This design comes from an exercise in tuning for small area, a short achievable clock period and few clock cycles on the open sky130 flow, not from production work.
No activity file was given, so power comes from the tool's default toggle rates.

==> flow/design.v <==
module reuleaux(input logic clk, input logic rst_n, input logic [2:0] colour,
                input logic [7:0] centre_x, input logic [6:0] centre_y, input logic [7:0] diameter,
                input logic start, output logic done,
                output logic [7:0] vga_x, output logic [6:0] vga_y,
                output logic [2:0] vga_colour, output logic vga_plot);
     function automatic logic [9:0] rca(input logic [9:0] a, input logic [9:0] b, input logic ci);
          logic c;
          c = ci;
          for (int i = 0; i < 10; i++) begin
               rca[i] = a[i] ^ b[i] ^ c;
               c = (a[i] & b[i]) | (a[i] & c) | (b[i] & c);
          end
     endfunction
     localparam logic [159:0] FA = {10'd593, 10'd555, 10'd518, 10'd476, 10'd439, 10'd396, 10'd359, 10'd317,
                                    10'd280, 10'd238, 10'd200, 10'd158, 10'd121, 10'd79, 10'd42, 10'd0};
     localparam logic [95:0]  FB = {6'd36, 6'd34, 6'd32, 6'd26, 6'd24, 6'd22, 6'd21, 6'd19,
                                    6'd17, 6'd15, 6'd9, 6'd7, 6'd5, 6'd4, 6'd2, 6'd0};
     function automatic logic [9:0] fa(input logic [3:0] h);
          fa = 10'(FA >> (10 * h));
     endfunction
     function automatic logic [5:0] fb(input logic [3:0] l);
          fb = 6'(FB >> (6 * l));
     endfunction
     logic [7:0] di2, cx1;
     logic [8:0] cx2;
     always_ff @(posedge clk) begin
          di2 <= 8'(diameter + 8'd1) >> 1;
          cx1 <= centre_x + di2;
          cx2 <= {1'b0, centre_x} - {1'b0, di2};
     end
     logic [7:0] ox, oy;
     logic [7:0] nx;           
     logic [9:0] crit;
     logic       ra;           
     logic [8:0] b1;
     logic [7:0] b2, by;
     logic [6:0] cy1;
     logic       w1;           
     logic [1:0] p;            
     logic [1:0] ph;           
     logic       run;
     logic [7:0] xo;
     logic [6:0] yo;
     logic       plot_r;
     wire [8:0] x0 = {1'b0, cx1} + {1'b1, nx} + 9'd1;
     wire [9:0] x3 = {cx2[8], cx2} + {2'b0, ox};
     wire [9:0] x1 = {b1[8], b1} + {2'b0, oy};
     wire [8:0] x2 = {1'b0, b2} - {1'b0, oy};
     wire [8:0] y0 = {2'b0, cy1} - {1'b0, oy};
     wire [8:0] s12 = {1'b1, by} + {1'b0, ox};
     wire [7:0] y12 = ra ? s12[7:0] : ~s12[7:0];
     function automatic logic onx(input logic [8:0] v);
          onx = !v[8] && !(v[7] && (v[6] || v[5]));
     endfunction
     function automatic logic ony(input logic [7:0] v);
          ony = !v[7] && !(v[6] && v[5] && v[4] && v[3]);
     endfunction
     wire oky0 = ony(y0[7:0]), oky12 = ra ? ony(s12[7:0]) : ony(~s12[7:0]);
     wire [3:0] ok = {onx(x3[8:0]) & oky0, onx(x2) & oky12, onx(x1[8:0]) & oky12, onx(x0) & oky0};
     wire [3:0] ge = (p == 2'd0) ? 4'b1111 : (p == 2'd1) ? 4'b1110 :
                     (p == 2'd2) ? 4'b1100 : 4'b1000;
     wire [3:0] v  = ok & ge;
     logic [1:0] sel;
     logic       more;      
     always_comb begin
          sel  = 2'd3;
          more = 1'b0;
          if (v[0]) begin sel = 2'd0; more = v[1] | v[2] | v[3]; end
          else if (v[1]) begin sel = 2'd1; more = v[2] | v[3]; end
          else if (v[2]) begin sel = 2'd2; more = v[3]; end
     end
     logic [7:0] xs;
     logic [6:0] ys;
     always_comb begin
          case (sel)
               2'd0: begin xs = x0[7:0]; ys = y0[6:0]; end
               2'd1: begin xs = x1[7:0]; ys = y12[6:0]; end
               2'd2: begin xs = x2[7:0]; ys = y12[6:0]; end
               default: begin xs = x3[7:0]; ys = y0[6:0]; end
          endcase
     end
     wire       cpos = !crit[9] && (crit != 10'd0);
     wire [7:0] oy1  = oy + 8'd1;
     wire [7:0] oy2  = {oy[7:1] + 7'd1, oy[0]};
     wire [8:0] u    = {1'b0, oy2} + {1'b1, nx} + 9'd1;
     wire       last = !u[8] && (u[7:1] != 7'd0 || (cpos && u[0]));
     wire [9:0] cra  = crit + {1'b0, oy1, 1'b1};
     wire [9:0] crb  = crit + {u, 1'b1};
     wire [8:0] y12t = ~s12;
     wire yoffb = (y0[8] && (!y12t[8] || y12t[7:0] >= 8'd120)) ||
                  (!y12t[8] && y12t[7:0] >= 8'd120);
     wire yoffa = y0[8] && ox <= 8'd136;
     wire x0hi = !x0[8] && x0[7] && (x0[6] || x0[5]);
     wire finb = !ra && (x2[8] || x0hi || yoffb) &&
                 (x3[9] || (!x1[9] && (x1[8] || (x1[7] && (x1[6] || x1[5])))) || yoffb);
     wire fina = ra && w1 && (x0hi || yoffa) && (x3[9] || yoffa);
     wire fin = fina || finb;
     wire [9:0] fs  = rca(fa(ox[7:4]), {4'd0, fb(ox[3:0])}, 1'b0);
     wire [8:0] q   = 9'(rca({2'd0, ox}, {4'd0, oy[5:0]}, 1'b0));
     wire [9:0] a6  = rca({1'd0, cy1, 2'b10}, {1'd0, b1}, 1'b0);
     wire [8:0] a3  = 9'(rca({2'd0, cy1, 1'b0}, ~{1'd0, b1}, 1'b1));
     always_ff @(posedge clk) begin
          if (!rst_n || !start) begin
               run <= 1'b0;
               done <= 1'b0;
               plot_r <= 1'b0;
               ph <= 2'd0;
          end else if (run) begin
               plot_r <= |v;
               if ((!more && last) || fin) begin
                    run <= 1'b0;
                    done <= 1'b1;
               end
          end else begin
               plot_r <= 1'b0;
               if (!done) begin
                    ph <= ph + 2'd1;
                    if (ph == 2'd3) run <= 1'b1;
               end
          end
          if (!run) begin
               if (ph == 2'd0) begin
                    ox <= diameter;
                    nx <= ~diameter;
                    cy1 <= centre_y;
               end else if (ph == 2'd1) begin
                    oy <= {2'd0, fs[9:4]};
               end else if (ph == 2'd2) begin
                    b1 <= q;
               end else begin
                    b1 <= {1'b0, centre_x};
                    b2 <= centre_x;
                    cy1 <= a6[8:2];
                    w1 <= a6[9] && ox < 8'd222;
                    by <= (ox == 8'd255) ? ~{1'b0, a6[8:2]} : {a3[8] ^ (ox >= 8'd222), a3[7:1]};
                    oy <= 8'd0;
               end
               crit <= {2'b11, nx} + 10'd2;
               ra <= ox != 8'd255;
               p <= 2'd0;
          end else if (more) begin
               p <= sel + 2'd1;
          end else begin
               p <= 2'd0;
               oy <= oy1;
               crit <= cpos ? crb : cra;
               if (cpos) begin
                    ox <= ox - 8'd1;
                    nx <= nx + 8'd1;
               end
               if (ra && oy1 == di2) begin
                    ra <= 1'b0;
                    b1 <= cx2;
                    b2 <= cx1;
                    by <= ~{1'b0, cy1};
               end
          end
          xo <= xs;
          yo <= ys;
     end
     assign vga_x = xo;
     assign vga_y = yo;
     assign vga_plot = plot_r;
     assign vga_colour = colour;
endmodule
==> flow/config.mk <==
export PLATFORM = sky130hd
export DESIGN_NAME = reuleaux
export DESIGN_NICKNAME = reuleaux
export VERILOG_FILES = /design/flow/design.v
export SDC_FILE = /design/flow/constraint.sdc
export NUM_CORES = 4
export LEC_CHECK = 0
export ABC_AREA = 1
export CAP_MARGIN = 20
export CORE_MARGIN = 2
export CORE_UTILIZATION = 40
export SLEW_MARGIN = 20
==> flow/constraint.sdc <==
create_clock -name core_clock -period 10.0 [get_ports {clk}]
set_input_delay 2.0000 -clock core_clock [delete_from_list [all_inputs] [get_ports {clk}]]
set_output_delay 2.0000 -clock core_clock [all_outputs]
set_load 0.01 [all_outputs]
run.sh (not shown) runs the stock make flow with config.mk's settings and CLKGATE_MAP_FILE= SYNTH_SCRIPT=/design/flow/synth_recipe.tcl, a recipe that flattens the netlist after the stock synthesis.
Change:
--- a/flow/design.v
+++ b/flow/design.v
@@ -27,38 +27,45 @@
           di2 <= 8'(diameter + 8'd1) >> 1;
           cx1 <= centre_x + di2;
           cx2 <= {1'b0, centre_x} - {1'b0, di2};
      end
      logic [7:0] ox, oy;
-     logic [7:0] nx;           
      logic [9:0] crit;
      logic       ra;           
      logic [8:0] b1;
      logic [7:0] b2, by;
      logic [6:0] cy1;
      logic       w1;           
      logic [1:0] p;            
-     logic [1:0] ph;           
      logic       run;
      logic [7:0] xo;
      logic [6:0] yo;
      logic       plot_r;
-     wire [8:0] x0 = {1'b0, cx1} + {1'b1, nx} + 9'd1;
+     wire [8:0] x0 = {1'b0, cx1} - {1'b0, ox};
      wire [9:0] x3 = {cx2[8], cx2} + {2'b0, ox};
      wire [9:0] x1 = {b1[8], b1} + {2'b0, oy};
      wire [8:0] x2 = {1'b0, b2} - {1'b0, oy};
      wire [8:0] y0 = {2'b0, cy1} - {1'b0, oy};
      wire [8:0] s12 = {1'b1, by} + {1'b0, ox};
      wire [7:0] y12 = ra ? s12[7:0] : ~s12[7:0];
+     wire       cpos = !crit[9] && (crit != 10'd0);
+     wire [7:0] oy1  = oy + 8'd1;
+     wire [7:0] oy2  = {oy[7:1] + 7'd1, oy[0]};
+     wire [8:0] u    = {1'b0, oy2} - {1'b0, ox};
+     wire       last = !u[8] && (u[7:1] != 7'd0 || (cpos && u[0]));
+     wire [9:0] cra  = crit + {1'b0, oy1, 1'b1};
+     wire [9:0] crb  = crit + {u, 1'b1};
      function automatic logic onx(input logic [8:0] v);
           onx = !v[8] && !(v[7] && (v[6] || v[5]));
      endfunction
      function automatic logic ony(input logic [7:0] v);
           ony = !v[7] && !(v[6] && v[5] && v[4] && v[3]);
      endfunction
      wire oky0 = ony(y0[7:0]), oky12 = ra ? ony(s12[7:0]) : ony(~s12[7:0]);
-     wire [3:0] ok = {onx(x3[8:0]) & oky0, onx(x2) & oky12, onx(x1[8:0]) & oky12, onx(x0) & oky0};
+     wire rep12 = !ra && (u == 9'd2);
+     wire rep2  = rep12 || (ra && oy == 8'd0);
+     wire [3:0] ok = {onx(x3[8:0]) & oky0, onx(x2) & oky12 & !rep2, onx(x1[8:0]) & oky12 & !rep12, onx(x0) & oky0};
      wire [3:0] ge = (p == 2'd0) ? 4'b1111 : (p == 2'd1) ? 4'b1110 :
                      (p == 2'd2) ? 4'b1100 : 4'b1000;
      wire [3:0] v  = ok & ge;
      logic [1:0] sel;
      logic       more;      
@@ -77,17 +84,10 @@
                2'd1: begin xs = x1[7:0]; ys = y12[6:0]; end
                2'd2: begin xs = x2[7:0]; ys = y12[6:0]; end
                default: begin xs = x3[7:0]; ys = y0[6:0]; end
           endcase
      end
-     wire       cpos = !crit[9] && (crit != 10'd0);
-     wire [7:0] oy1  = oy + 8'd1;
-     wire [7:0] oy2  = {oy[7:1] + 7'd1, oy[0]};
-     wire [8:0] u    = {1'b0, oy2} + {1'b1, nx} + 9'd1;
-     wire       last = !u[8] && (u[7:1] != 7'd0 || (cpos && u[0]));
-     wire [9:0] cra  = crit + {1'b0, oy1, 1'b1};
-     wire [9:0] crb  = crit + {u, 1'b1};
      wire [8:0] y12t = ~s12;
      wire yoffb = (y0[8] && (!y12t[8] || y12t[7:0] >= 8'd120)) ||
                   (!y12t[8] && y12t[7:0] >= 8'd120);
      wire yoffa = y0[8] && ox <= 8'd136;
      wire x0hi = !x0[8] && x0[7] && (x0[6] || x0[5]);
@@ -102,54 +102,48 @@
      always_ff @(posedge clk) begin
           if (!rst_n || !start) begin
                run <= 1'b0;
                done <= 1'b0;
                plot_r <= 1'b0;
-               ph <= 2'd0;
           end else if (run) begin
                plot_r <= |v;
                if ((!more && last) || fin) begin
                     run <= 1'b0;
                     done <= 1'b1;
                end
           end else begin
                plot_r <= 1'b0;
                if (!done) begin
-                    ph <= ph + 2'd1;
-                    if (ph == 2'd3) run <= 1'b1;
+                    if (p == 2'd3) run <= 1'b1;
                end
           end
           if (!run) begin
-               if (ph == 2'd0) begin
+               if (p == 2'd0) begin
                     ox <= diameter;
-                    nx <= ~diameter;
                     cy1 <= centre_y;
-               end else if (ph == 2'd1) begin
+               end else if (p == 2'd1) begin
                     oy <= {2'd0, fs[9:4]};
-               end else if (ph == 2'd2) begin
+               end else if (p == 2'd2) begin
                     b1 <= q;
                end else begin
                     b1 <= {1'b0, centre_x};
                     b2 <= centre_x;
                     cy1 <= a6[8:2];
                     w1 <= a6[9] && ox < 8'd222;
                     by <= (ox == 8'd255) ? ~{1'b0, a6[8:2]} : {a3[8] ^ (ox >= 8'd222), a3[7:1]};
                     oy <= 8'd0;
                end
-               crit <= {2'b11, nx} + 10'd2;
+               crit <= 10'd1 - {2'b0, ox};
                ra <= ox != 8'd255;
-               p <= 2'd0;
+               p <= (rst_n && start && !done) ? p + 2'd1 : 2'd0;
           end else if (more) begin
                p <= sel + 2'd1;
           end else begin
                p <= 2'd0;
                oy <= oy1;
                crit <= cpos ? crb : cra;
-               if (cpos) begin
-                    ox <= ox - 8'd1;
-                    nx <= nx + 8'd1;
-               end
+               if (cpos) ox <= ox - 8'd1;
                if (ra && oy1 == di2) begin
                     ra <= 1'b0;
                     b1 <= cx2;
                     b2 <= cx1;
                     by <= ~{1'b0, cy1};
Combinational power climbs by 6.5%.
Synthesized area shrinks by 2.6%.
Total power is lower by 11%.
Hold slack improves by 0.032 ns.
Sequential power drops by 8.4%.
First-iteration DRC count rose by 6.0%.
Final area fell by 5.1%.
Setup slack got worse by 0.52 ns.
Clock skew grows by 0.0031 ns.
Via count shrinks by 1.3%.
Clock-buffer cell count fell by 9.
No functional check of the RTL was part of any run of this note.

-- static timing again, ports no longer ideal --
The flow's constraints put no driver on any port. The routed layouts listed below were extracted and timed again, unchanged, in two steps.
Step 1 assumes that a clkbuf_16 drives the clock port and a buf_2 every other input.
Step 2 moves the port delays by t, midway between the first and last clock arrival at a register: inputs arrive t later, outputs are due t later. That takes back most of the time a late clock gives input paths.
a / b / c = no drivers / after step 1 / after step 2; a / b = the first two.
run	t (ns)	setup WS [ns]	hold WS [ns]	worst setup path at the end	latest minus earliest clock arrival (ns)
the first run	0.467	5.953 / 5.953 / 5.815	0.477 / 0.477 / 0.477	input to register	0.008 / 0.008
the second run	0.403	5.434 / 5.434 / 5.434	0.509 / 0.509 / 0.509	register to register	0.011 / 0.011
After both steps setup and hold are still met in every run listed. The setup slack of the first run, which loses most, moves by 0.000 ns with the drivers and by -0.138 ns with both steps.
